This design comes from an exercise in tuning for small area on the open sky130 flow, not from production work. The RTL was checked by simulation tests, not by an equivalence proof against the original design.

## flow/flow/run.sh

```bash
#!/bin/bash
# Own layout flow, built on the standard ORFS flow (standard.sh):
#  1. the standard synthesis, unchanged;
#  2. every combinational cell of the synthesized netlist swapped for the smallest drive
#     strength of the same cell (downsize.sed; registers are left alone), since the clock
#     period leaves ample slack; the resizer fixes any slew or capacitance limit later;
#  3. the standard layout with minimum-size port buffers (every port still gets one) and a
#     clock tree of small buffers without dummy loads.
set -euo pipefail
R=orfs/results/sky130hd/life16/base
bash standard.sh synth > synth.log 2>&1
sed -i -f flow/downsize.sed $R/1_2_yosys.v
rm -f $R/1_synth.odb $R/1_synth.sdc
bash standard.sh synth > synth_odb.log 2>&1
bash standard.sh \
  "BUFFER_PORTS_ARGS=-buffer_cell sky130_fd_sc_hd__buf_1" \
  "CTS_ARGS=-sink_clustering_enable -repair_clock_nets -dont_use_dummy_load -buf_list {sky130_fd_sc_hd__clkbuf_4} -sink_clustering_size 8 -sink_clustering_max_diameter 50" \
  finish > layout.log 2>&1
```

## flow/flow/downsize.sed

```
s/\bsky130_fd_sc_hd__a2111o_2\b/sky130_fd_sc_hd__a2111o_1/g
s/\bsky130_fd_sc_hd__a2111o_4\b/sky130_fd_sc_hd__a2111o_1/g
s/\bsky130_fd_sc_hd__a2111oi_1\b/sky130_fd_sc_hd__a2111oi_0/g
s/\bsky130_fd_sc_hd__a2111oi_2\b/sky130_fd_sc_hd__a2111oi_0/g
s/\bsky130_fd_sc_hd__a2111oi_4\b/sky130_fd_sc_hd__a2111oi_0/g
s/\bsky130_fd_sc_hd__a211o_2\b/sky130_fd_sc_hd__a211o_1/g
s/\bsky130_fd_sc_hd__a211o_4\b/sky130_fd_sc_hd__a211o_1/g
s/\bsky130_fd_sc_hd__a211oi_2\b/sky130_fd_sc_hd__a211oi_1/g
s/\bsky130_fd_sc_hd__a211oi_4\b/sky130_fd_sc_hd__a211oi_1/g
s/\bsky130_fd_sc_hd__a21bo_4\b/sky130_fd_sc_hd__a21bo_1/g
s/\bsky130_fd_sc_hd__a21boi_2\b/sky130_fd_sc_hd__a21boi_0/g
s/\bsky130_fd_sc_hd__a21boi_4\b/sky130_fd_sc_hd__a21boi_0/g
s/\bsky130_fd_sc_hd__a21o_2\b/sky130_fd_sc_hd__a21o_1/g
s/\bsky130_fd_sc_hd__a21o_4\b/sky130_fd_sc_hd__a21o_1/g
s/\bsky130_fd_sc_hd__a21oi_2\b/sky130_fd_sc_hd__a21oi_1/g
s/\bsky130_fd_sc_hd__a21oi_4\b/sky130_fd_sc_hd__a21oi_1/g
s/\bsky130_fd_sc_hd__a221o_2\b/sky130_fd_sc_hd__a221o_1/g
s/\bsky130_fd_sc_hd__a221o_4\b/sky130_fd_sc_hd__a221o_1/g
s/\bsky130_fd_sc_hd__a221oi_2\b/sky130_fd_sc_hd__a221oi_1/g
s/\bsky130_fd_sc_hd__a221oi_4\b/sky130_fd_sc_hd__a221oi_1/g
s/\bsky130_fd_sc_hd__a22o_2\b/sky130_fd_sc_hd__a22o_1/g
s/\bsky130_fd_sc_hd__a22o_4\b/sky130_fd_sc_hd__a22o_1/g
s/\bsky130_fd_sc_hd__a22oi_2\b/sky130_fd_sc_hd__a22oi_1/g
s/\bsky130_fd_sc_hd__a22oi_4\b/sky130_fd_sc_hd__a22oi_1/g
s/\bsky130_fd_sc_hd__a2bb2o_2\b/sky130_fd_sc_hd__a2bb2o_1/g
s/\bsky130_fd_sc_hd__a2bb2o_4\b/sky130_fd_sc_hd__a2bb2o_1/g
s/\bsky130_fd_sc_hd__a2bb2oi_2\b/sky130_fd_sc_hd__a2bb2oi_1/g
s/\bsky130_fd_sc_hd__a2bb2oi_4\b/sky130_fd_sc_hd__a2bb2oi_1/g
s/\bsky130_fd_sc_hd__a311o_2\b/sky130_fd_sc_hd__a311o_1/g
s/\bsky130_fd_sc_hd__a311o_4\b/sky130_fd_sc_hd__a311o_1/g
s/\bsky130_fd_sc_hd__a311oi_2\b/sky130_fd_sc_hd__a311oi_1/g
s/\bsky130_fd_sc_hd__a311oi_4\b/sky130_fd_sc_hd__a311oi_1/g
s/\bsky130_fd_sc_hd__a31o_4\b/sky130_fd_sc_hd__a31o_1/g
s/\bsky130_fd_sc_hd__a31oi_2\b/sky130_fd_sc_hd__a31oi_1/g
s/\bsky130_fd_sc_hd__a31oi_4\b/sky130_fd_sc_hd__a31oi_1/g
s/\bsky130_fd_sc_hd__a32o_2\b/sky130_fd_sc_hd__a32o_1/g
s/\bsky130_fd_sc_hd__a32o_4\b/sky130_fd_sc_hd__a32o_1/g
s/\bsky130_fd_sc_hd__a32oi_2\b/sky130_fd_sc_hd__a32oi_1/g
s/\bsky130_fd_sc_hd__a32oi_4\b/sky130_fd_sc_hd__a32oi_1/g
s/\bsky130_fd_sc_hd__a41o_2\b/sky130_fd_sc_hd__a41o_1/g
s/\bsky130_fd_sc_hd__a41o_4\b/sky130_fd_sc_hd__a41o_1/g
s/\bsky130_fd_sc_hd__a41oi_2\b/sky130_fd_sc_hd__a41oi_1/g
s/\bsky130_fd_sc_hd__a41oi_4\b/sky130_fd_sc_hd__a41oi_1/g
s/\bsky130_fd_sc_hd__and2_2\b/sky130_fd_sc_hd__and2_0/g
s/\bsky130_fd_sc_hd__and2_4\b/sky130_fd_sc_hd__and2_0/g
s/\bsky130_fd_sc_hd__and2b_2\b/sky130_fd_sc_hd__and2b_1/g
s/\bsky130_fd_sc_hd__and2b_4\b/sky130_fd_sc_hd__and2b_1/g
s/\bsky130_fd_sc_hd__and3_2\b/sky130_fd_sc_hd__and3_1/g
s/\bsky130_fd_sc_hd__and3_4\b/sky130_fd_sc_hd__and3_1/g
s/\bsky130_fd_sc_hd__and3b_2\b/sky130_fd_sc_hd__and3b_1/g
s/\bsky130_fd_sc_hd__and3b_4\b/sky130_fd_sc_hd__and3b_1/g
s/\bsky130_fd_sc_hd__and4_2\b/sky130_fd_sc_hd__and4_1/g
s/\bsky130_fd_sc_hd__and4_4\b/sky130_fd_sc_hd__and4_1/g
s/\bsky130_fd_sc_hd__and4b_2\b/sky130_fd_sc_hd__and4b_1/g
s/\bsky130_fd_sc_hd__and4b_4\b/sky130_fd_sc_hd__and4b_1/g
s/\bsky130_fd_sc_hd__and4bb_4\b/sky130_fd_sc_hd__and4bb_1/g
s/\bsky130_fd_sc_hd__buf_2\b/sky130_fd_sc_hd__buf_1/g
s/\bsky130_fd_sc_hd__buf_4\b/sky130_fd_sc_hd__buf_1/g
s/\bsky130_fd_sc_hd__buf_6\b/sky130_fd_sc_hd__buf_1/g
s/\bsky130_fd_sc_hd__buf_8\b/sky130_fd_sc_hd__buf_1/g
s/\bsky130_fd_sc_hd__buf_12\b/sky130_fd_sc_hd__buf_1/g
s/\bsky130_fd_sc_hd__buf_16\b/sky130_fd_sc_hd__buf_1/g
s/\bsky130_fd_sc_hd__fa_2\b/sky130_fd_sc_hd__fa_1/g
s/\bsky130_fd_sc_hd__fa_4\b/sky130_fd_sc_hd__fa_1/g
s/\bsky130_fd_sc_hd__ha_2\b/sky130_fd_sc_hd__ha_1/g
s/\bsky130_fd_sc_hd__ha_4\b/sky130_fd_sc_hd__ha_1/g
s/\bsky130_fd_sc_hd__inv_4\b/sky130_fd_sc_hd__inv_1/g
s/\bsky130_fd_sc_hd__inv_6\b/sky130_fd_sc_hd__inv_1/g
s/\bsky130_fd_sc_hd__inv_8\b/sky130_fd_sc_hd__inv_1/g
s/\bsky130_fd_sc_hd__inv_12\b/sky130_fd_sc_hd__inv_1/g
s/\bsky130_fd_sc_hd__inv_16\b/sky130_fd_sc_hd__inv_1/g
s/\bsky130_fd_sc_hd__maj3_2\b/sky130_fd_sc_hd__maj3_1/g
s/\bsky130_fd_sc_hd__maj3_4\b/sky130_fd_sc_hd__maj3_1/g
s/\bsky130_fd_sc_hd__mux2_4\b/sky130_fd_sc_hd__mux2_1/g
s/\bsky130_fd_sc_hd__mux2_8\b/sky130_fd_sc_hd__mux2_1/g
s/\bsky130_fd_sc_hd__mux2i_2\b/sky130_fd_sc_hd__mux2i_1/g
s/\bsky130_fd_sc_hd__mux2i_4\b/sky130_fd_sc_hd__mux2i_1/g
s/\bsky130_fd_sc_hd__mux4_4\b/sky130_fd_sc_hd__mux4_2/g
s/\bsky130_fd_sc_hd__mux4_1\b/sky130_fd_sc_hd__mux4_2/g
s/\bsky130_fd_sc_hd__nand2_2\b/sky130_fd_sc_hd__nand2_1/g
s/\bsky130_fd_sc_hd__nand2_4\b/sky130_fd_sc_hd__nand2_1/g
s/\bsky130_fd_sc_hd__nand2_8\b/sky130_fd_sc_hd__nand2_1/g
s/\bsky130_fd_sc_hd__nand2b_2\b/sky130_fd_sc_hd__nand2b_1/g
s/\bsky130_fd_sc_hd__nand2b_4\b/sky130_fd_sc_hd__nand2b_1/g
s/\bsky130_fd_sc_hd__nand3_2\b/sky130_fd_sc_hd__nand3_1/g
s/\bsky130_fd_sc_hd__nand3_4\b/sky130_fd_sc_hd__nand3_1/g
s/\bsky130_fd_sc_hd__nand3b_2\b/sky130_fd_sc_hd__nand3b_1/g
s/\bsky130_fd_sc_hd__nand3b_4\b/sky130_fd_sc_hd__nand3b_1/g
s/\bsky130_fd_sc_hd__nand4_2\b/sky130_fd_sc_hd__nand4_1/g
s/\bsky130_fd_sc_hd__nand4_4\b/sky130_fd_sc_hd__nand4_1/g
s/\bsky130_fd_sc_hd__nand4b_2\b/sky130_fd_sc_hd__nand4b_1/g
s/\bsky130_fd_sc_hd__nand4b_4\b/sky130_fd_sc_hd__nand4b_1/g
s/\bsky130_fd_sc_hd__nand4bb_2\b/sky130_fd_sc_hd__nand4bb_1/g
s/\bsky130_fd_sc_hd__nand4bb_4\b/sky130_fd_sc_hd__nand4bb_1/g
s/\bsky130_fd_sc_hd__nor2_2\b/sky130_fd_sc_hd__nor2_1/g
s/\bsky130_fd_sc_hd__nor2_4\b/sky130_fd_sc_hd__nor2_1/g
s/\bsky130_fd_sc_hd__nor2_8\b/sky130_fd_sc_hd__nor2_1/g
s/\bsky130_fd_sc_hd__nor2b_2\b/sky130_fd_sc_hd__nor2b_1/g
s/\bsky130_fd_sc_hd__nor2b_4\b/sky130_fd_sc_hd__nor2b_1/g
s/\bsky130_fd_sc_hd__nor3_2\b/sky130_fd_sc_hd__nor3_1/g
s/\bsky130_fd_sc_hd__nor3_4\b/sky130_fd_sc_hd__nor3_1/g
s/\bsky130_fd_sc_hd__nor3b_2\b/sky130_fd_sc_hd__nor3b_1/g
s/\bsky130_fd_sc_hd__nor3b_4\b/sky130_fd_sc_hd__nor3b_1/g
s/\bsky130_fd_sc_hd__nor4_2\b/sky130_fd_sc_hd__nor4_1/g
s/\bsky130_fd_sc_hd__nor4_4\b/sky130_fd_sc_hd__nor4_1/g
s/\bsky130_fd_sc_hd__nor4b_2\b/sky130_fd_sc_hd__nor4b_1/g
s/\bsky130_fd_sc_hd__nor4b_4\b/sky130_fd_sc_hd__nor4b_1/g
s/\bsky130_fd_sc_hd__nor4bb_2\b/sky130_fd_sc_hd__nor4bb_1/g
s/\bsky130_fd_sc_hd__nor4bb_4\b/sky130_fd_sc_hd__nor4bb_1/g
s/\bsky130_fd_sc_hd__o2111a_2\b/sky130_fd_sc_hd__o2111a_1/g
s/\bsky130_fd_sc_hd__o2111a_4\b/sky130_fd_sc_hd__o2111a_1/g
s/\bsky130_fd_sc_hd__o2111ai_2\b/sky130_fd_sc_hd__o2111ai_1/g
s/\bsky130_fd_sc_hd__o2111ai_4\b/sky130_fd_sc_hd__o2111ai_1/g
s/\bsky130_fd_sc_hd__o211a_4\b/sky130_fd_sc_hd__o211a_1/g
s/\bsky130_fd_sc_hd__o211ai_2\b/sky130_fd_sc_hd__o211ai_1/g
s/\bsky130_fd_sc_hd__o211ai_4\b/sky130_fd_sc_hd__o211ai_1/g
s/\bsky130_fd_sc_hd__o21a_2\b/sky130_fd_sc_hd__o21a_1/g
s/\bsky130_fd_sc_hd__o21a_4\b/sky130_fd_sc_hd__o21a_1/g
s/\bsky130_fd_sc_hd__o21ai_2\b/sky130_fd_sc_hd__o21ai_0/g
s/\bsky130_fd_sc_hd__o21ai_4\b/sky130_fd_sc_hd__o21ai_0/g
s/\bsky130_fd_sc_hd__o21ba_4\b/sky130_fd_sc_hd__o21ba_1/g
s/\bsky130_fd_sc_hd__o21bai_2\b/sky130_fd_sc_hd__o21bai_1/g
s/\bsky130_fd_sc_hd__o21bai_4\b/sky130_fd_sc_hd__o21bai_1/g
s/\bsky130_fd_sc_hd__o221a_4\b/sky130_fd_sc_hd__o221a_1/g
s/\bsky130_fd_sc_hd__o221ai_2\b/sky130_fd_sc_hd__o221ai_1/g
s/\bsky130_fd_sc_hd__o221ai_4\b/sky130_fd_sc_hd__o221ai_1/g
s/\bsky130_fd_sc_hd__o22a_2\b/sky130_fd_sc_hd__o22a_1/g
s/\bsky130_fd_sc_hd__o22a_4\b/sky130_fd_sc_hd__o22a_1/g
s/\bsky130_fd_sc_hd__o22ai_2\b/sky130_fd_sc_hd__o22ai_1/g
s/\bsky130_fd_sc_hd__o22ai_4\b/sky130_fd_sc_hd__o22ai_1/g
s/\bsky130_fd_sc_hd__o2bb2a_2\b/sky130_fd_sc_hd__o2bb2a_1/g
s/\bsky130_fd_sc_hd__o2bb2a_4\b/sky130_fd_sc_hd__o2bb2a_1/g
s/\bsky130_fd_sc_hd__o2bb2ai_2\b/sky130_fd_sc_hd__o2bb2ai_1/g
s/\bsky130_fd_sc_hd__o2bb2ai_4\b/sky130_fd_sc_hd__o2bb2ai_1/g
s/\bsky130_fd_sc_hd__o311a_2\b/sky130_fd_sc_hd__o311a_1/g
s/\bsky130_fd_sc_hd__o311a_4\b/sky130_fd_sc_hd__o311a_1/g
s/\bsky130_fd_sc_hd__o311ai_2\b/sky130_fd_sc_hd__o311ai_0/g
s/\bsky130_fd_sc_hd__o311ai_4\b/sky130_fd_sc_hd__o311ai_0/g
s/\bsky130_fd_sc_hd__o31a_2\b/sky130_fd_sc_hd__o31a_1/g
s/\bsky130_fd_sc_hd__o31a_4\b/sky130_fd_sc_hd__o31a_1/g
s/\bsky130_fd_sc_hd__o31ai_2\b/sky130_fd_sc_hd__o31ai_1/g
s/\bsky130_fd_sc_hd__o31ai_4\b/sky130_fd_sc_hd__o31ai_1/g
s/\bsky130_fd_sc_hd__o32a_2\b/sky130_fd_sc_hd__o32a_1/g
s/\bsky130_fd_sc_hd__o32a_4\b/sky130_fd_sc_hd__o32a_1/g
s/\bsky130_fd_sc_hd__o32ai_2\b/sky130_fd_sc_hd__o32ai_1/g
s/\bsky130_fd_sc_hd__o32ai_4\b/sky130_fd_sc_hd__o32ai_1/g
s/\bsky130_fd_sc_hd__o41a_2\b/sky130_fd_sc_hd__o41a_1/g
s/\bsky130_fd_sc_hd__o41a_4\b/sky130_fd_sc_hd__o41a_1/g
s/\bsky130_fd_sc_hd__o41ai_2\b/sky130_fd_sc_hd__o41ai_1/g
s/\bsky130_fd_sc_hd__o41ai_4\b/sky130_fd_sc_hd__o41ai_1/g
s/\bsky130_fd_sc_hd__or2_4\b/sky130_fd_sc_hd__or2_0/g
s/\bsky130_fd_sc_hd__or2b_2\b/sky130_fd_sc_hd__or2b_1/g
s/\bsky130_fd_sc_hd__or2b_4\b/sky130_fd_sc_hd__or2b_1/g
s/\bsky130_fd_sc_hd__or3_2\b/sky130_fd_sc_hd__or3_1/g
s/\bsky130_fd_sc_hd__or3_4\b/sky130_fd_sc_hd__or3_1/g
s/\bsky130_fd_sc_hd__or3b_4\b/sky130_fd_sc_hd__or3b_1/g
s/\bsky130_fd_sc_hd__or4_2\b/sky130_fd_sc_hd__or4_1/g
s/\bsky130_fd_sc_hd__or4_4\b/sky130_fd_sc_hd__or4_1/g
s/\bsky130_fd_sc_hd__or4b_4\b/sky130_fd_sc_hd__or4b_1/g
s/\bsky130_fd_sc_hd__or4bb_2\b/sky130_fd_sc_hd__or4bb_1/g
s/\bsky130_fd_sc_hd__or4bb_4\b/sky130_fd_sc_hd__or4bb_1/g
s/\bsky130_fd_sc_hd__sdlclkp_2\b/sky130_fd_sc_hd__sdlclkp_1/g
s/\bsky130_fd_sc_hd__sdlclkp_4\b/sky130_fd_sc_hd__sdlclkp_1/g
s/\bsky130_fd_sc_hd__xnor2_2\b/sky130_fd_sc_hd__xnor2_1/g
s/\bsky130_fd_sc_hd__xnor2_4\b/sky130_fd_sc_hd__xnor2_1/g
s/\bsky130_fd_sc_hd__xnor3_2\b/sky130_fd_sc_hd__xnor3_1/g
s/\bsky130_fd_sc_hd__xnor3_4\b/sky130_fd_sc_hd__xnor3_1/g
s/\bsky130_fd_sc_hd__xor2_2\b/sky130_fd_sc_hd__xor2_1/g
s/\bsky130_fd_sc_hd__xor2_4\b/sky130_fd_sc_hd__xor2_1/g
s/\bsky130_fd_sc_hd__xor3_2\b/sky130_fd_sc_hd__xor3_1/g
s/\bsky130_fd_sc_hd__xor3_4\b/sky130_fd_sc_hd__xor3_1/g
```

## flow/standard.sh

```bash
#!/bin/bash
# synth_recipe.tcl (not shown) runs the flow's synth.tcl, then flattens the netlist and writes it again
# the make line also repeats each setting of config.mk as NAME=value (left out here)
make -C /OpenROAD-flow-scripts/flow DESIGN_CONFIG=/design/flow/config.mk WORK_HOME=/design/flow/orfs CLKGATE_MAP_FILE= SYNTH_SCRIPT=/design/flow/synth_recipe.tcl "${@:-finish}"
```

## flow/config.mk

```make
export PLATFORM = sky130hd
export DESIGN_NAME = life16
export DESIGN_NICKNAME = life16
export VERILOG_FILES = /design/flow/design.v
export SDC_FILE = /design/flow/constraint.sdc
export NUM_CORES = 4
export LEC_CHECK = 0
export CAP_MARGIN = 20
export CORE_MARGIN = 2
export CORE_UTILIZATION = 50
export SLEW_MARGIN = 20
export SYNTH_HIERARCHICAL = 1
```

## flow/constraint.sdc

```tcl
create_clock -name core_clock -period 5.0 [get_ports {clk}]
set_input_delay 1.0000 -clock core_clock [delete_from_list [all_inputs] [get_ports {clk}]]
set_output_delay 1.0000 -clock core_clock [all_outputs]
set_load 0.01 [all_outputs]
```

## flow/design.v

```verilog
module life16(
    input clk,
    input load,
    input [255:0] data,
    output reg [255:0] q);
wire [255:0] t0, t1, nxt;
genvar r, c;
generate
  for (r = 0; r < 16; r = r + 1) begin : row
    for (c = 0; c < 16; c = c + 1) begin : col
      lf_fa tri3 (.a(q[r*16 + (c+15)%16]), .b(q[r*16 + c]), .c(q[r*16 + (c+1)%16]),
                  .s(t0[r*16 + c]), .co(t1[r*16 + c]));
    end
  end
  for (r = 0; r < 16; r = r + 2) begin : pr
    for (c = 0; c < 16; c = c + 1) begin : col
      wire a0 = t0[r*16 + c], a1 = t1[r*16 + c];
      wire b0 = t0[(r+1)*16 + c], b1 = t1[(r+1)*16 + c];
      wire nz0, o0, nk0, k0, p0, n1, d1, x1, nr0, nr1, nr2, nr3;
      lf_nor2  g0 (.a(a0), .b(b0), .y(nz0));
      lf_inv   g1 (.a(nz0), .y(o0));
      lf_nand2 g2 (.a(a0), .b(b0), .y(nk0));
      lf_inv   g3 (.a(nk0), .y(k0));
      lf_nor2  g4 (.a(nz0), .b(k0), .y(p0));
      lf_nor2  g5 (.a(a1), .b(b1), .y(n1));
      lf_and2  g6 (.a(a1), .b(b1), .y(d1));
      lf_nor2  g8 (.a(n1), .b(d1), .y(x1));
      lf_nand2 g9  (.a(n1), .b(nk0), .y(nr0));                         
      lf_o22ai g10 (.a1(n1), .a2(nz0), .b1(x1), .b2(o0), .y(nr1));     
      lf_o22ai g11 (.a1(n1), .a2(nk0), .b1(x1), .b2(k0), .y(nr2));     
      lf_o22ai g12 (.a1(x1), .a2(nz0), .b1(d1), .b2(o0), .y(nr3));     
      lf_cell up (.load(load), .d(data[r*16 + c]), .s(q[r*16 + c]), .p0(p0),
                  .t0(t0[((r+15)%16)*16 + c]), .t1(t1[((r+15)%16)*16 + c]),
                  .nr0(nr0), .nr1(nr1), .nr2(nr2), .nr3(nr3), .nx(nxt[r*16 + c]));
      lf_cell dn (.load(load), .d(data[(r+1)*16 + c]), .s(q[(r+1)*16 + c]), .p0(p0),
                  .t0(t0[((r+2)%16)*16 + c]), .t1(t1[((r+2)%16)*16 + c]),
                  .nr0(nr0), .nr1(nr1), .nr2(nr2), .nr3(nr3), .nx(nxt[(r+1)*16 + c]));
    end
  end
endgenerate
always @(posedge clk) q <= nxt;
endmodule
module lf_cell(input load, input d, input s, input p0, input t0, input t1,
               input nr0, input nr1, input nr2, input nr3, output nx);
wire nf1, z, nsz, nld;
lf_mux4  m (.a0(nr3), .a1(nr2), .a2(nr1), .a3(nr0), .s0(t0), .s1(t1), .y(nf1));  
lf_xor2  x (.a(p0), .b(t0), .y(z));                                             
lf_nor2  n (.a(s), .b(z), .y(nsz));
lf_nand2 l (.a(load), .b(d), .y(nld));
lf_o31ai o (.a1(load), .a2(nsz), .a3(nf1), .b1(nld), .y(nx));
endmodule
module lf_fa(input a, input b, input c, output s, output co); assign {co, s} = a + b + c; endmodule
module lf_inv(input a, output y); assign y = ~a; endmodule
module lf_nor2(input a, input b, output y); assign y = ~(a | b); endmodule
module lf_and2(input a, input b, output y); assign y = a & b; endmodule
module lf_nand2(input a, input b, output y); assign y = ~(a & b); endmodule
module lf_xor2(input a, input b, output y); assign y = a ^ b; endmodule
module lf_o22ai(input a1, input a2, input b1, input b2, output y); assign y = ~((a1 | a2) & (b1 | b2)); endmodule
module lf_o31ai(input a1, input a2, input a3, input b1, output y); assign y = ~((a1 | a2 | a3) & b1); endmodule
module lf_mux4(input a0, input a1, input a2, input a3, input s0, input s1, output y);
assign y = s1 ? (s0 ? a3 : a2) : (s0 ? a1 : a0);
endmodule
```

==> results by group, run 1 <==
Run status
  – Status: no timing/DRC/antenna violations

Worst setup path
  – FF-to-FF path depth: 5
  – Nature of the critical path startpoint: flip-flop
  – Critical Path Fanout Max: 5
  – CP cell instances: buf_1
  – Crit path buffers/inverters: 1
  – CP Class: flip-flop to output pin
  – Crit path DAT: 1770 ps
  – Max incr delay on CP: 590 ps
  – Reg2reg start: q[212]
  – CP top delay family: flip-flops
  – Worst Path Required: 4000 ps
  – Reg2reg end: q[195]
  – CP max stage cell: dfxtp_1
  – CP endpoint kind: output pin

Final layout
  – Largest registers: q x256
  – Most flop-heavy register: q
  – Number of flip-flops in the largest register: 256
  – Synth-to-layout area growth: 11.9%
  – Layout cells sized above 1: 0.0829
  – Nets: 4424

Routing
  – Initial DRT Pass Iterations: 8
  – Via Count: 29300
  – DRT iter0 DRCs: 2332
  – Routed Wire Length: 106000 um
  – Wire length per cell: 22.5 um
  – Antenna viol nets, final: 0
  – # DRC: 0
  – Via density: 6.25

GRT
  – GR Overflow Total: 0
  – Largest net degree at the start of global routing: 111
  – Wire length of the first global-routing pass: 161000 um
  – Vias in the first global route: 29000
  – Gr usage total: 0.346
  – Initial antenna violation count: 13

CTS
  – Resized cells post-CTS: 0
  – Postcts setup bufs: 0
  – Clk sink count: 256
  – Total CTS buffers: 55
  – Clk pin slew, worst setup/hold paths: 100 ps
  – Worst-case clock buffer depth: 3
  – H-tree depth: 2
  – Clk Latency, worst-skew pair: 880 ps
  – Hold buffer count at CTS: 0
  – CTS tree: done
  – CTS Root Cell: clkbuf_4

Floorplan
  – CORE AREA: 0.0577 mm2
  – Die area: 0.0602 mm2
  – Rows: 88
  – Ports: 514
  – Initial Util: 0.505
  – Chip height: 245 um
  – Die Wd: 245 um

Timing
  – Tmin final: 2770 ps
  – Slew Limit Fails: 0
  – Pin slew with the least headroom to its limit: 835 ps
  – Final Hold Fails: 0
  – Final setup fails: 0
  – RSZ-0062 raised after global routing: false
  – Setup TNS: 0 ps
  – Clock Skew: 120 ps
  – Tcrit/Tclk final: 0.554
  – Fmax: 361 MHz
  – Worst rel slew slack: 0.444

Synth
  – Synthesis Warnings: 7
  – Synthesized instance count: 3328
  – Avg Cell Area, Syn: 8.76 um2
  – Post-Syn Area: 0.0291 mm2
  – Net Count, Synth: 3842

Min path
  – Worst hold stages: 3
  – Worst hold endpoint: q[183]
  – Hold Path Origin: data[183]
  – Hold crit path type: input pin to flip-flop

Place
  – RePlAce Congestion: 0.971
  – # port buffers: 513
  – Post-DP HPWL: 87200 um

Job
  – Max Cap Viol: 0
-- worst reg2reg max path, cell delays in order, from the launching register on --
cell and delay, ps:
dfxtp_1 630, fa_1 610, nor2_1 270, o22ai_1 160, mux4_2 480, o31ai_1 190
-- stage by stage --
stage | instances | hold WS, ps | instance area (um2) | util | setup slack [ps]
after floorplan | 3328 | 606 | 29100 | - | 2960
after global placement | 4618 | 618 | 32200 | 0.558 | 2520
after detailed placement | 4618 | 623 | 32200 | 0.558 | 2480
after CTS | 4673 | 227 | 32600 | 0.565 | 2150
after global routing | 4682 | 269 | 32600 | 0.565 | 2130
final | 4683 | 313 | 32600 | 0.565 | 2230
-- routing by layer --
metal  wire [um]  global-route usage  up-vias  share of wire
met3        9520              0.0684      298          0.090
met5          40                   0        -        0.00038
met1       41400               0.447    14300           0.39
li1            -                   -    13200              -
met2       49100               0.557     1426           0.47
met4        5510               0.168        6          0.052
-- cell type report --
cell class	count	area (um2)
Antenna cell	10	25.0
Clock buffer	55	413
Fill cell	5395	25100
Inverter	256	961
Multi-Input combinational cell	2816	23100
Sequential cell	256	5120
Tap cell	765	957
Timing Repair Buffer	525	2070
-- placed cells by master (no fill, tap or decap) --
cell type,instances
nor2_1,768
nand2_1,512
buf_1,512
o22ai_1,384
mux4_2,256
o31ai_1,256
xor2_1,256
inv_1,256
fa_1,256
dfxtp_1,256
and2_1,128
clkbuf_4,56
diode_2,10
buf_4,8
buf_12,4
-- worst max-delay path by stage --
| stage | from | end | cells after the start |
|---|---|---|---|
| final | q[132] | q[132] | 1 |
| after global routing | q[132] | q[132] | 1 |
| after CTS | q[132] | q[132] | 1 |
| after detailed placement | load | q[198] | 3 |
| after global placement | load | q[102] | 4 |
| after floorplan | q[17] | q[0] | 5 |
==> run 2: changes to the inputs <==
--- a/flow/config.mk
+++ b/flow/config.mk
@@ -9,3 +9,3 @@
 export CORE_MARGIN = 2
-export CORE_UTILIZATION = 50
+export CORE_UTILIZATION = 70
 export SLEW_MARGIN = 20
==> run 2 against run 1 <==
  * Critical path type unchanged
  * Hold slack lost 6.0 ps
  * Maximum frequency up 0.30%
  * First-iteration DRC count up 80%
  * Cell area fell by 1.2%
  * Register-to-register slack barely moved
==> results by group, run 2 <==
Run status
  – Status: no timing/DRC/antenna violations

Routing
  – # DRC: 0 (unchanged)
  – Via density: 6.95 (+11%)
  – Antenna viol nets, final: 0 (unchanged)
  – Via Count: 30800 (+5.3%)
  – Routed Wire Length: 103000 um (-2.8%)
  – Initial DRT Pass Iterations: 9 (+1)
  – Wire length per cell: 23.2 um (+2.7%)
  – DRT iter0 DRCs: 4209 (+80%)

GRT
  – GR Overflow Total: 0 (unchanged)
  – Wire length of the first global-routing pass: 158000 um (-1.8%)
  – Largest net degree at the start of global routing: 91 (-18%)
  – Gr usage total: 0.466 (+0.120)
  – Initial antenna violation count: 10 (-3)
  – M3 GR Usage: 0.135 (+0.0662)
  – Busiest grt layer: met2
  – Met2 Track Usage GR: 0.725 (+0.167)
  – Met1 GRT Util: 0.568 (+0.121)
  – Vias in the first global route: 30200 (+4.2%)

Place
  – Placed Area: 0.0319 mm2 (-1.0%)
  – RePlAce Congestion: 1.03 (+6.1%)
  – Post-DP HPWL: 83900 um (-3.9%)
  – # port buffers: 513 (unchanged)

CTS
  – Resized cells post-CTS: 0 (unchanged)
  – CTS Root Cell: clkbuf_4
  – H-tree depth: 2 (unchanged)
  – Clk Latency, worst-skew pair: 870 ps (about the same)
  – CTS tree: done
  – Postcts setup bufs: 0 (unchanged)
  – Worst-case clock buffer depth: 3 (unchanged)
  – Hold buffer count at CTS: 0 (unchanged)
  – Total CTS buffers: 44 (-20%)
  – Clk pin slew, worst setup/hold paths: 110 ps (about the same)
  – Clk sink count: 256 (unchanged)

Worst setup path
  – CP endpoint kind: output pin
  – Worst Path Required: 4000 ps (about the same)
  – Nature of the critical path startpoint: flip-flop
  – Crit path buffers/inverters: 1 (unchanged)
  – CP Class: flip-flop to output pin
  – Critical Path Fanout Max: 5 (unchanged)
  – Crit path DAT: 1760 ps (about the same)
  – Reg2reg start: q[198]
  – CP top delay family: flip-flops
  – CP cell instances: buf_1
  – Max incr delay on CP: 540 ps (-50 ps)
  – Critical Path Start: q[118]
  – CP max stage cell: dfxtp_1

Final layout
  – Fin area: 0.0322 mm2 (-1.2%)
  – Synth-to-layout area growth: 10.5%
  – Layout cells sized above 1: 0.0789 (-0.00401)
  – Multi-input gate area: 0.0231 mm2 (unchanged)
  – Number of flip-flops in the largest register: 256 (unchanged)
  – Largest registers: q x256
  – Util after Layout: 0.787 (+0.222)
  – Layout fillers: 2779 (-48%)
  – Most common cell after layout, fill and taps aside: nor2_1
  – Commonest cells after routing, fill and taps aside: 768 x nor2_1, 512 x nand2_1, 512 x buf_1, 384 x o22ai_1
  – Nets: 4407 (-0.38%)
  – FF+latch area: 0.00512 mm2 (unchanged)
  – Most flop-heavy register: q

Floorplan
  – Rows: 74 (-16%)
  – CORE AREA: 0.0409 mm2 (-29%)
  – Chip height: 208 um (-15%)
  – Die Wd: 208 um (-15%)
  – Die area: 0.0433 mm2 (-28%)
  – Initial Util: 0.712 (+0.207)
  – Ports: 514 (unchanged)

Timing
  – RSZ-0062 raised after global routing: false
  – Setup TNS: 0 ps (unchanged)
  – Clock Skew: 53.5 ps (-66.5 ps)
  – Final setup fails: 0 (unchanged)
  – Tcrit/Tclk final: 0.553 (-0.00167)
  – Slew Limit Fails: 0 (unchanged)
  – Fmax: 362 MHz (+0.30%)
  – Worst hold slack: 307 ps (-6.02 ps)
  – Tmin final: 2760 ps (-8.35 ps)
  – Pin slew with the least headroom to its limit: 1060 ps (+225 ps)
  – Worst rel slew slack: 0.294 (-0.150)
  – Final Hold Fails: 0 (unchanged)

Min path
  – Hold crit path type: input pin to flip-flop
  – Hold Path Origin: data[22]

Synth
  – Net Count, Synth: 3842 (unchanged)
  – Synthesis Warnings: 7 (unchanged)
  – Avg Cell Area, Syn: 8.76 um2 (unchanged)
  – Post-Syn Area: 0.0291 mm2 (unchanged)
  – Synthesized instance count: 3328 (unchanged)

Job
  – Max Cap Viol: 0 (unchanged)
[run 2: area by class of cell]
cell class | instances | share of cell area
diodes | 10 | 0.000777
repair buffers | 519 | 0.0632
flip-flops and latches | 256 | 0.159
well taps | 532 | 0.0207
multi-input cells | 2816 | 0.716
inverters | 256 | 0.0298
clock buffers | 44 | 0.0103
[run 2: per-stage QoR]
step / setup slack (ps) / cells
detailed placement: 2420 / 4379
global route: 2200 / 4431
global placement: 2520 / 4379
floorplan: 2960 / 3328
CTS: 2290 / 4423
finish: 2240 / 4433
[run 2: final timing paths]
path / cells past startpoint / end
worst max register to register: 5 / q[213]
worst min register to register: 2 / q[125]
worst min-delay path: 3 / q[22]
worst max-delay path: 1 / q[118]
[run 2: routing by layer]
metal  wire, um  vias to the layer above  share of wire
li1           -                    13200              -
met1      33900                    14400           0.33
met2      46100                     2638           0.45
met3      14500                      611           0.14
met4       8170                        4          0.080
met5         23                        -        0.00022
[run 2: worst register-to-register path, stage by stage (launching register included)]
cell and delay [ps]:
dfxtp_1 580, fa_1 590, nor2_1 280, o22ai_1 160, mux4_2 490, o31ai_1 300
==> run 3: changes to the inputs <==
--- a/flow/config.mk
+++ b/flow/config.mk
@@ -9,3 +9,3 @@
 export CORE_MARGIN = 2
-export CORE_UTILIZATION = 70
+export CORE_UTILIZATION = 40
 export SLEW_MARGIN = 20
==> run 3 against run 2 <==
  * Final cell count increased by 9.8%
  * Critical path depth unchanged
  * Sequential cell count unchanged
  * Die area increased by 73%
  * Via count decreased by 8.4%
  * Utilization decreased by 33 points
  * Critical path type unchanged
==> results by group, run 3 <==
Run status
  – Status: no timing/DRC/antenna violations

Worst setup path
  – Crit path buffers/inverters: 1 (unchanged)
  – Worst Path Required: 4000 ps (about the same)
  – CP endpoint kind: output pin
  – Nature of the critical path startpoint: flip-flop
  – Max incr delay on CP: 600 ps (+60 ps)
  – CP cell instances: buf_1
  – CP top delay family: flip-flops
  – CP max stage cell: dfxtp_1
  – Crit path DAT: 1720 ps (-40 ps)
  – Critical Path Fanout Max: 5 (unchanged)
  – CP Class: flip-flop to output pin

CTS
  – Postcts setup bufs: 0 (unchanged)
  – CTS tree: done
  – H-tree depth: 2 (unchanged)
  – Resized cells post-CTS: 0 (unchanged)
  – Clk sink count: 256 (unchanged)
  – Total CTS buffers: 58 (+32%)
  – CTS Root Cell: clkbuf_4
  – Hold buffer count at CTS: 0 (unchanged)
  – Clk Latency, worst-skew pair: 860 ps (about the same)
  – Worst-case clock buffer depth: 3 (unchanged)
  – Clk pin slew, worst setup/hold paths: 100 ps (about the same)

Timing
  – Worst rel slew slack: 0.418 (+0.124)
  – Setup TNS: 0 ps (unchanged)
  – Final setup fails: 0 (unchanged)
  – Final Hold Fails: 0 (unchanged)
  – Fmax: 367 MHz (+1.5%)
  – Clock Skew: 49.0 ps (-4.44 ps)
  – Pin slew with the least headroom to its limit: 873 ps (-187 ps)
  – Slew Limit Fails: 0 (unchanged)
  – Tcrit/Tclk final: 0.544 (-0.00832)
  – Tmin final: 2720 ps (-41.6 ps)
  – RSZ-0062 raised after global routing: false

Final layout
  – Number of flip-flops in the largest register: 256 (unchanged)
  – Synth-to-layout area growth: 12.6%
  – Layout fillers: 7139 (+160%)
  – FF+latch area: 0.00512 mm2 (unchanged)
  – Nets: 4424 (+0.39%)
  – Largest registers: q x256
  – Multi-input gate area: 0.0231 mm2 (unchanged)
  – Post-Layout Cell Count: 4867 (+9.8%)
  – Most flop-heavy register: q
  – Most common cell after layout, fill and taps aside: nor2_1
  – Commonest cells after routing, fill and taps aside: 768 x nor2_1, 512 x nand2_1, 512 x buf_1, 384 x o22ai_1
  – Layout cells sized above 1: 0.0829 (+0.00401)

Routing
  – Antenna viol nets, final: 0 (unchanged)
  – DRT iter0 DRCs: 2418 (-43%)
  – Wire length per cell: 20.5 um (-12%)
  – Via density: 5.80 (-17%)
  – Via Count: 28200 (-8.4%)
  – # DRC: 0 (unchanged)
  – Initial DRT Pass Iterations: 8 (-1)
  – Routed Wire Length: 99700 um (-2.9%)

Place
  – Post-DP HPWL: 83100 um (-0.97%)
  – RePlAce Congestion: 0.969 (-5.9%)
  – # port buffers: 513 (unchanged)
  – DP Cell Count: 4800 (+9.6%)

GRT
  – Wire length of the first global-routing pass: 150000 um (-5.0%)
  – GR Overflow Total: 0 (unchanged)
  – Initial antenna violation count: 9 (-1)
  – Gr usage total: 0.260 (-0.205)
  – Vias in the first global route: 26200 (-13%)
  – Largest net degree at the start of global routing: 121 (+33%)

Job
  – Max Cap Viol: 0 (unchanged)

Synth
  – Avg Cell Area, Syn: 8.76 um2 (unchanged)
  – Synthesis Warnings: 7 (unchanged)
  – Net Count, Synth: 3842 (unchanged)
  – Synthesized instance count: 3328 (unchanged)
  – Post-Syn Area: 0.0291 mm2 (unchanged)

Floorplan
  – Initial Util: 0.406 (-0.307)
  – Die Wd: 274 um (+32%)
  – Ports: 514 (unchanged)
  – Rows: 98 (+32%)
  – Chip height: 274 um (+32%)
  – Die area: 0.0750 mm2 (+73%)
  – CORE AREA: 0.0719 mm2 (+76%)

Min path
  – Hold crit path type: input pin to flip-flop
==> run 3: cell types whose count changed in the layout (fill, tap and decap cells not counted) <==
cell      change
buf_12        -2
diode_2       -1
clkbuf_4     +14
buf_4         +5
==> run 3: final timing paths <==
| kind | from | to | slack (ps) | cells past startpoint |
|---|---|---|---|---|
| worst max-delay path | q[117] | q[117] | 2280 | 1 |
| worst min-delay path | data[21] | q[21] | 330 | 3 |
| worst max register to register | q[116] | q[100] | 2540 | 5 |
| worst min register to register | q[194] | q[194] | 640 | 2 |
==> run 3: area by class of cell <==
cell class,count,area share
Antenna cell,9,0.000686
Clock buffer,58,0.0133
Timing Repair Buffer,522,0.0620
Tap cell,950,0.0362
Inverter,256,0.0293
Sequential cell,256,0.156
Multi-Input combinational cell,2816,0.702
==> run 3: tightest hold or removal path, cell delays in order <==
cell     delay, ps
buf_1           70
nand2_1         40
o31ai_1         50
==> run 3: metrics by stage <==
stage           util  area, um2  hold slack [ps]  setup WS (ps)
2_1_floorplan      -      29100              606           2960
3_3_place_gp   0.451      32400              627           2510
3_5_place_dp   0.451      32400              632           2440
4_1_cts        0.457      32800              218           2160
5_1_grt        0.457      32800              280           2200
6_report       0.457      32800              334           2280
==> run 3: per-layer routing <==
| layer | part of all wire | global-route usage | up-vias |
|---|---|---|---|
| li1 | - | - | 13200 |
| met4 | 0.045 | 0.114 | 0 |
| met5 | 0 | 0 | - |
| met1 | 0.41 | 0.343 | 13600 |
| met2 | 0.47 | 0.428 | 1200 |
| met3 | 0.071 | 0.0367 | 233 |
==> run 4: changes to the inputs <==
--- a/flow/config.mk
+++ b/flow/config.mk
@@ -9,3 +9,3 @@
 export CORE_MARGIN = 2
-export CORE_UTILIZATION = 40
+export CORE_UTILIZATION = 60
 export SLEW_MARGIN = 20
==> run 4 against run 3 <==
  * Synthesized cell count did not move
  * Via count rose by 6.5%
  * Sequential share of layout area rose by 0.25 points
  * Cell area fell by 1.6%
  * Global-route usage rose by 15 points
  * Sequential cell count did not move
  * Critical path type unchanged
  * Critical endpoint is now q[183]
==> results by group, run 4 <==
Run status
  – Status: no timing/DRC/antenna violations

Place
  – Post-DP HPWL: 85300 um (+2.7%)
  – DP Cell Count: 4461 (-7.1%)
  – Placed Area: 0.0319 mm2 (-1.3%)
  – # port buffers: 513 (unchanged)
  – RePlAce Congestion: 0.995 (+2.7%)

Routing
  – Wire length per cell: 22.9 um (+12%)
  – Met1 WL: 37600 um (-8.9%)
  – Via density: 6.66 (+15%)
  – # DRC: 0 (unchanged)
  – Met3 wire len: 12500 um (+76%)
  – Initial DRT Pass Iterations: 9 (+1)
  – Antenna viol nets, final: 0 (unchanged)
  – Max Used Layer: met5
  – Met2 routed wirelength: 47700 um (+1.8%)
  – DRT iter0 DRCs: 3447 (+43%)
  – Via Count: 30100 (+6.5%)
  – Routed Wire Length: 103000 um (+3.8%)

GRT
  – Largest net degree at the start of global routing: 128 (+5.8%)
  – Initial antenna violation count: 11 (+2)
  – Vias in the first global route: 29600 (+13%)
  – GR Overflow Total: 0 (unchanged)
  – Wire length of the first global-routing pass: 159000 um (+5.7%)
  – Gr usage total: 0.407 (+0.147)

Timing
  – Final setup fails: 0 (unchanged)
  – Slew Limit Fails: 0 (unchanged)
  – Worst rel slew slack: 0.516 (+0.0972)
  – Tcrit/Tclk final: 0.559 (+0.0145)
  – Clock Skew: 116 ps (+67.4 ps)
  – Final Hold Fails: 0 (unchanged)
  – RSZ-0062 raised after global routing: false
  – Tmin final: 2790 ps (+72.4 ps)
  – Setup TNS: 0 ps (unchanged)
  – Fmax: 358 MHz (-2.6%)
  – Pin slew with the least headroom to its limit: 727 ps (-146 ps)

Worst setup path
  – Nature of the critical path startpoint: flip-flop
  – Reg2reg start: q[35]
  – CP Class: flip-flop to output pin
  – Max incr delay on CP: 690 ps (+90 ps)
  – FF-to-FF path depth: 5 (unchanged)
  – Reg2reg end: q[50]
  – Worst Path Required: 4000 ps (about the same)
  – CP cell instances: buf_1
  – End point of the critical path: q[183]
  – Crit path buffers/inverters: 1 (unchanged)
  – CP top delay family: flip-flops
  – Crit path DAT: 1790 ps (+70 ps)
  – CP max stage cell: dfxtp_1
  – Critical Path Fanout Max: 5 (unchanged)
  – Critical Path Start: q[183]
  – CP endpoint kind: output pin
  – Number of cells on the critical path: 1 (unchanged)

Floorplan
  – Die area: 0.0504 mm2 (-33%)
  – Chip height: 224 um (-18%)
  – Initial Util: 0.609 (+0.204)
  – Rows: 80 (-18%)
  – Die Wd: 224 um (-18%)
  – Ports: 514 (unchanged)
  – CORE AREA: 0.0478 mm2 (-33%)

Final layout
  – Layout fillers: 4012 (-44%)
  – Nets: 4409 (-0.34%)
  – Most flop-heavy register: q
  – Number of flip-flops in the largest register: 256 (unchanged)
  – Synth-to-layout area growth: 10.8%
  – FF+latch area: 0.00512 mm2 (unchanged)
  – Commonest cells after routing, fill and taps aside: 768 x nor2_1, 512 x nand2_1, 512 x buf_1, 384 x o22ai_1
  – Multi-input gate area: 0.0231 mm2 (unchanged)
  – Layout cells sized above 1: 0.0794 (-0.00353)
  – Fin area: 0.0323 mm2 (-1.6%)
  – Post-Layout Cell Count: 4516 (-7.2%)
  – Largest registers: q x256
  – Most common cell after layout, fill and taps aside: nor2_1

Synth
  – Post-Syn Area: 0.0291 mm2 (unchanged)
  – Synthesis Warnings: 7 (unchanged)
  – Synthesized instance count: 3328 (unchanged)
  – Avg Cell Area, Syn: 8.76 um2 (unchanged)
  – Net Count, Synth: 3842 (unchanged)

CTS
  – Total CTS buffers: 47 (-19%)
  – CTS tree: done
  – CTS Root Cell: clkbuf_4
  – Worst-case clock buffer depth: 3 (unchanged)
  – Resized cells post-CTS: 0 (unchanged)
  – Clk pin slew, worst setup/hold paths: 110 ps (about the same)
  – Clk sink count: 256 (unchanged)
  – Postcts setup bufs: 0 (unchanged)
  – Clk Latency, worst-skew pair: 880 ps (+20 ps)
  – H-tree depth: 2 (unchanged)
  – Hold buffer count at CTS: 0 (unchanged)

Min path
  – Worst hold stages: 3 (unchanged)
  – Hold crit path type: input pin to flip-flop

Job
  – Max Cap Viol: 0 (unchanged)
## run 4: cell count changes in the layout (fill, tap and decap cells not counted)
cell,change
buf_4,-5
diode_2,-1
clkbuf_4,-11
buf_12,+1
## run 4: worst min-delay path by stage
stage	slack [ps]	from	to
after CTS	260	data[214]	q[214]
after global routing	320	data[132]	q[132]
after global placement	620	q[142]	q[142]
after floorplan	610	q[0]	q[0]
final	310	data[214]	q[214]
after detailed placement	620	q[163]	q[163]
## run 4: metrics by stage
| stage | util | hold slack [ps] | worst slack (ps) |
|---|---|---|---|
| 6_report | 0.675 | 308 | 2210 |
| 5_1_grt | 0.675 | 318 | 2150 |
| 4_1_cts | 0.675 | 262 | 2200 |
| 3_5_place_dp | 0.667 | 625 | 2510 |
| 3_3_place_gp | 0.667 | 616 | 2590 |
| 2_1_floorplan | - | 606 | 2960 |
## run 4: final cells by class
type,instances,share of cell area
tap,615,0.0238
multi-input combinational,2816,0.714
antenna,8,0.000620
sequential,256,0.159
timing repair buffer,518,0.0624
clock buffer,47,0.0109
inverter,256,0.0297
## run 4: tightest hold or removal path, delay by kind of cell
| kind | cells | cell delay, ps |
|---|---|---|
| and+or+nand+nor | 1 | 40 |
| AOI/OAI and AO/OA | 1 | 50 |
| buffers and inverters | 1 | 70 |
## run 4: routing by layer
| layer | up-vias | track usage |
|---|---|---|
| met5 | - | 0 |
| met3 | 383 | 0.103 |
| li1 | 13200 | - |
| met4 | 6 | 0.207 |
| met1 | 14500 | 0.516 |
| met2 | 2031 | 0.651 |

[re-timing with driven ports]
In the flow no input, the clock included, has a driving cell. The finished layouts below were timed again as built, in two steps.
Step 1 sets driving cells, clkbuf_16 on the clock port and buf_2 on the other inputs (assumed; they add their load-dependent delay and slew).
Step 2, shift: input delay + t, output delay - t, t = (earliest + latest rising clock arrival at the registers) / 2. This alone moves slack from input paths to output paths.
Slacks: no drivers / after step 1 / after step 2; pairs: no drivers / after step 1.
run | shift t [ns] | slack for setup (ns) | hold WS [ns]
run 1 | 0.884 | 2.229 / 2.168 / 2.447 | 0.313 / 0.280 / 0.639
run 2 | 0.913 | 2.237 / 2.180 / 2.316 | 0.307 / 0.276 / 0.636
run 3 | 0.881 | 2.279 / 2.224 / 2.358 | 0.334 / 0.303 / 0.636
run 4 | 0.875 | 2.206 / 2.147 / 2.376 | 0.308 / 0.275 / 0.637
After both steps every run listed still meets setup and hold.
